From an optimization exercise on the open Yosys and OpenROAD flow, aimed at small area, a short achievable clock period and few clock cycles; shortcuts taken in it are not production practice.
Power and IR drop assume default switching activity.

## simplecpu
module simplecpu (
	input  logic        rst,
	input  logic        clk,
	output logic [9:0]  pc,
	input  logic [15:0] inst,
	output logic [7:0]  d_addr,
	output logic        d_wr,
	output logic [15:0] d_wdata,
	input  logic [15:0] d_rdata,
	output logic        halted);
For scale: roughly 1300 cells after synthesis, about 370 flip-flops, roughly 0.019 mm2 of cells after synthesis.
==> module simplecpu, before the edit <==
module simplecpu (
	input  logic        rst,
	input  logic        clk,
	output logic [9:0]  pc,
	input  logic [15:0] inst,
	output logic [7:0]  d_addr,
	output logic        d_wr,
	output logic [15:0] d_wdata,
	input  logic [15:0] d_rdata,
	output logic        halted);
	logic [9:0]   pc_q;
	logic         f_halt;             
	logic [255:0] regs;               
	logic [15:0]  valid;              
	logic [15:0]  nz;                 
	logic         r_we, r_st, r_ld, r_not, r_loc, r_sub, r_halt;
	logic [3:0]   r_pa, r_qa, r_wa;
	logic [7:0]   r_d;
	logic         x_we, x_st, x_ld, x_not, x_alu, x_loc, x_sub, x_halt;
	logic [3:0]   x_wa;
	logic [15:0]  x_a, x_b;
	logic [3:0]  op, ra;
	logic [7:0]  d;
	logic        is_jmp, is_jmz, is_halt, stall, taken, hold;
	logic        x_zero;              
	assign op = inst[15:12];
	assign ra = inst[11:8];
	assign d  = inst[7:0];
	assign is_halt = op[3];
	assign is_jmp  = (op == 4'h7);
	assign is_jmz  = (op == 4'h5);
	logic [15:0] zflag;
	logic        r_hit, x_hit, r_known, z_ra, pc_step;
	logic [9:0]  pc_inc, pc_jmp;
	assign zflag   = ~nz;
	assign r_hit   = r_we & (r_wa == ra);
	assign x_hit   = x_we & (x_wa == ra);
	assign r_known = r_loc & ~r_ld & ~r_not & ~r_st;           
	assign z_ra    = r_hit ? (r_d == 8'h00) : x_hit ? x_zero : zflag[ra];
	assign stall   = is_jmz & r_hit & ~r_known;
	assign taken   = is_jmp | (is_jmz & z_ra);
	assign hold    = f_halt | is_halt | stall;
	pcadd pcadd (.pc(pc_q), .d(d), .pc_inc(pc_inc), .pc_jmp(pc_jmp));
	always_ff @(posedge clk) begin
		if (rst) begin
			pc_q   <= '0;
			f_halt <= 1'b0;
		end else begin
			if (~hold) pc_q <= taken ? pc_jmp : pc_inc;
			if (is_halt) f_halt <= 1'b1;
		end
	end
	logic f_ok;
	assign f_ok = ~f_halt & ~op[3];
	always_ff @(posedge clk) begin
		if (rst) begin
			r_we   <= 1'b0;
			r_st   <= 1'b0;
			r_halt <= 1'b0;
		end else begin
			r_we   <= f_ok & (op == 4'h0 || op == 4'h2 || op == 4'h3 || op == 4'h4 || op == 4'h6);
			r_st   <= f_ok & (op == 4'h1);
			r_halt <= f_halt | is_halt;
		end
	end
	always_ff @(posedge clk) begin
		r_ld  <= (op[2:0] == 3'h0);
		r_not <= (op[2:0] == 3'h6);
		r_loc <= (op[2:0] == 3'h3) | (op[2:0] == 3'h0) | (op[2:0] == 3'h1) | (op[2:0] == 3'h6);
		r_sub <= (op[2:0] == 3'h4);
		r_pa  <= (op[2:0] == 3'h1) ? ra : inst[7:4];
		r_qa  <= inst[3:0];
		r_wa  <= ra;
		r_d   <= d;
	end
	logic [15:0] w_data;              
	logic [15:0] p_rd, q_rd;
	assign p_rd = valid[r_pa] ? regs[16*r_pa +: 16] : 16'h0000;
	assign q_rd = valid[r_qa] ? regs[16*r_qa +: 16] : 16'h0000;
	always_ff @(posedge clk) begin
		if (rst) begin
			x_we   <= 1'b0;
			x_st   <= 1'b0;
			x_halt <= 1'b0;
		end else begin
			x_we   <= r_we;
			x_st   <= r_st;
			x_halt <= r_halt;
		end
	end
	always_ff @(posedge clk) begin
		x_ld  <= r_ld;
		x_not <= r_not;
		x_loc <= r_loc & ~r_ld & ~r_not;
		x_alu <= ~r_loc;
		x_sub <= r_sub;
		x_wa  <= r_wa;
		x_a   <= (x_we && x_wa == r_pa) ? w_data : p_rd;
		x_b   <= r_loc ? {8'h00, r_d} : {16{r_sub}} ^ ((x_we && x_wa == r_qa) ? w_data : q_rd);
	end
	logic [15:0] sum, neg;
	logic sum_zero;
	addsub16 alu (.a(x_a), .bb(x_b), .sub(x_sub), .s(sum), .zero(sum_zero));
	neg16 negu (.a(d_rdata), .n(neg));
	assign w_data = ({16{x_alu}} & sum) | ({16{x_ld}} & d_rdata) |
	                ({16{x_not}} & neg) | ({16{x_loc}} & x_b);
	assign x_zero = x_alu ? sum_zero : (x_ld | x_not) ? (d_rdata == 16'h0000) : (x_b[7:0] == 8'h00);
	always_ff @(posedge clk) begin
		if (rst) begin
			valid <= '0;
			nz    <= '0;
		end else if (x_we) begin
			valid[x_wa] <= 1'b1;
			nz[x_wa]    <= ~x_zero;
		end
	end
	genvar g;
	generate
		for (g = 0; g < 16; g = g + 1) begin : rf
			always_ff @(posedge clk)
				if (x_we && x_wa == g) regs[16*g +: 16] <= w_data;
		end
	endgenerate
	assign pc      = pc_q;
	assign d_addr  = x_b[7:0];
	assign d_wr    = x_st;
	assign d_wdata = x_a;
	assign halted  = x_halt;
endmodule
export LEC_CHECK = 0
export CAP_MARGIN = 20
export CORE_MARGIN = 2
export CORE_UTILIZATION = 40
export PLACE_DENSITY = 0.6
export SETUP_SLACK_MARGIN = 4.1
export SLEW_MARGIN = 20
export SYNTH_HIERARCHICAL = 1
create_clock -name core_clock -period 7.0 [get_ports {clk}]
standard.sh (not shown) runs the stock make flow with config.mk's settings and CLKGATE_MAP_FILE= SYNTH_SCRIPT=/design/flow/synth_recipe.tcl, a recipe that flattens the netlist after the stock synthesis.
==> flow/flow/run.sh <==
#!/bin/bash
# Standard ORFS layout (the standard.sh, synthesis unchanged), except that the
# input/output port buffers are sky130_fd_sc_hd__buf_2 cells instead of the default
# pick (a slow delay buffer). ORFS keeps each step's log under orfs/logs/; make's
# own output goes to standard.log here.
set -euo pipefail
bash standard.sh "BUFFER_PORTS_ARGS=-buffer_cell sky130_fd_sc_hd__buf_2" finish > standard.log 2>&1
Then changed:
--- a/flow/design.v
+++ b/flow/design.v
@@ -62,4 +62,11 @@
 	assign n = a ^ lo;
 endmodule
+module mux16 (
+	input  logic        s,
+	input  logic [15:0] a,
+	input  logic [15:0] b,
+	output logic [15:0] o);
+	assign o = s ? a : b;
+endmodule
 module simplecpu (
 	input  logic        rst,
@@ -79,4 +86,5 @@
 	logic         r_we, r_st, r_ld, r_not, r_loc, r_sub, r_halt;
 	logic [3:0]   r_pa, r_qa, r_wa;
+	logic         r_afwd, r_bfwd;     
 	logic [7:0]   r_d;
 	logic         x_we, x_st, x_ld, x_not, x_alu, x_loc, x_sub, x_halt;
@@ -134,4 +142,6 @@
 		r_pa  <= (op[2:0] == 3'h1) ? ra : inst[7:4];
 		r_qa  <= inst[3:0];
+		r_afwd <= r_we & (r_wa == ((op[2:0] == 3'h1) ? ra : inst[7:4]));
+		r_bfwd <= r_we & (r_wa == inst[3:0]) & ~((op[2:0] == 3'h3) | (op[2:0] == 3'h0) | (op[2:0] == 3'h1) | (op[2:0] == 3'h6));
 		r_wa  <= ra;
 		r_d   <= d;
@@ -141,4 +151,8 @@
 	assign p_rd = valid[r_pa] ? regs[16*r_pa +: 16] : 16'h0000;
 	assign q_rd = valid[r_qa] ? regs[16*r_qa +: 16] : 16'h0000;
+	logic [15:0] a_nxt, b_nxt, b_rd;
+	assign b_rd = r_loc ? {8'h00, r_d} : {16{r_sub}} ^ q_rd;
+	mux16 amux (.s(r_afwd), .a(w_data), .b(p_rd), .o(a_nxt));
+	mux16 bmux (.s(r_bfwd), .a(w_data ^ {16{r_sub}}), .b(b_rd), .o(b_nxt));
 	always_ff @(posedge clk) begin
 		if (rst) begin
@@ -159,6 +173,6 @@
 		x_sub <= r_sub;
 		x_wa  <= r_wa;
-		x_a   <= (x_we && x_wa == r_pa) ? w_data : p_rd;
-		x_b   <= r_loc ? {8'h00, r_d} : {16{r_sub}} ^ ((x_we && x_wa == r_qa) ? w_data : q_rd);
+		x_a   <= a_nxt;
+		x_b   <= b_nxt;
 	end
 	logic [15:0] sum, neg;
The changed run finished with timing, DRC and antenna clean.
Maximum frequency grows by a few percent.
Sequential power hardly moves.
Design area went down slightly.
Global-route usage falls by 0.90 points.
Clock-buffer cell count stays the same.
Synthesized cell count shrinks by a few percent.
Area after synthesis grows slightly.
Critical path depth is higher by 1.
Utilization goes down by 1.2 points.
Power goes down slightly.
Clock skew went up by 0.0038 ns.
Via count went down by a few percent.
Cell count shrinks slightly.
Die area is higher slightly.
No run of this note included a check of the RTL's function; only the layout flow was run.

static timing again, ports no longer ideal:
The results above use ideal ports. As a check the final layouts listed here were re-extracted and re-timed, cells and wires unchanged. Step 1: set_driving_cell puts a clkbuf_16 on clk and a buf_2 on each other input, an assumption about the parent block. Step 2 adds t to the input delays and takes it off the output delays; t is the mean of the earliest and latest rising clock arrival at the registers after step 1. Input paths then give back, and output paths get back, about the clock's delay inside the block. Slacks: ideal ports / drivers / drivers and shift; pairs: ideal ports / drivers.
run	shift t [ns]	setup slack, ns	hold WS [ns]	latest minus earliest clock arrival (ns)	worst register clock-pin slew, ns
the first run	0.591	3.976 / 3.990 / 3.399	0.362 / 0.362 / 0.362	0.016 / 0.017	0.07 / 0.07
the second run	0.600	4.140 / 4.140 / 3.562	0.362 / 0.362 / 0.362	0.022 / 0.022	0.07 / 0.07
After both steps every run listed still meets setup and hold. For the second run, which loses most, drivers alone change the setup slack by 0.000 ns; drivers and shift together by -0.578 ns.
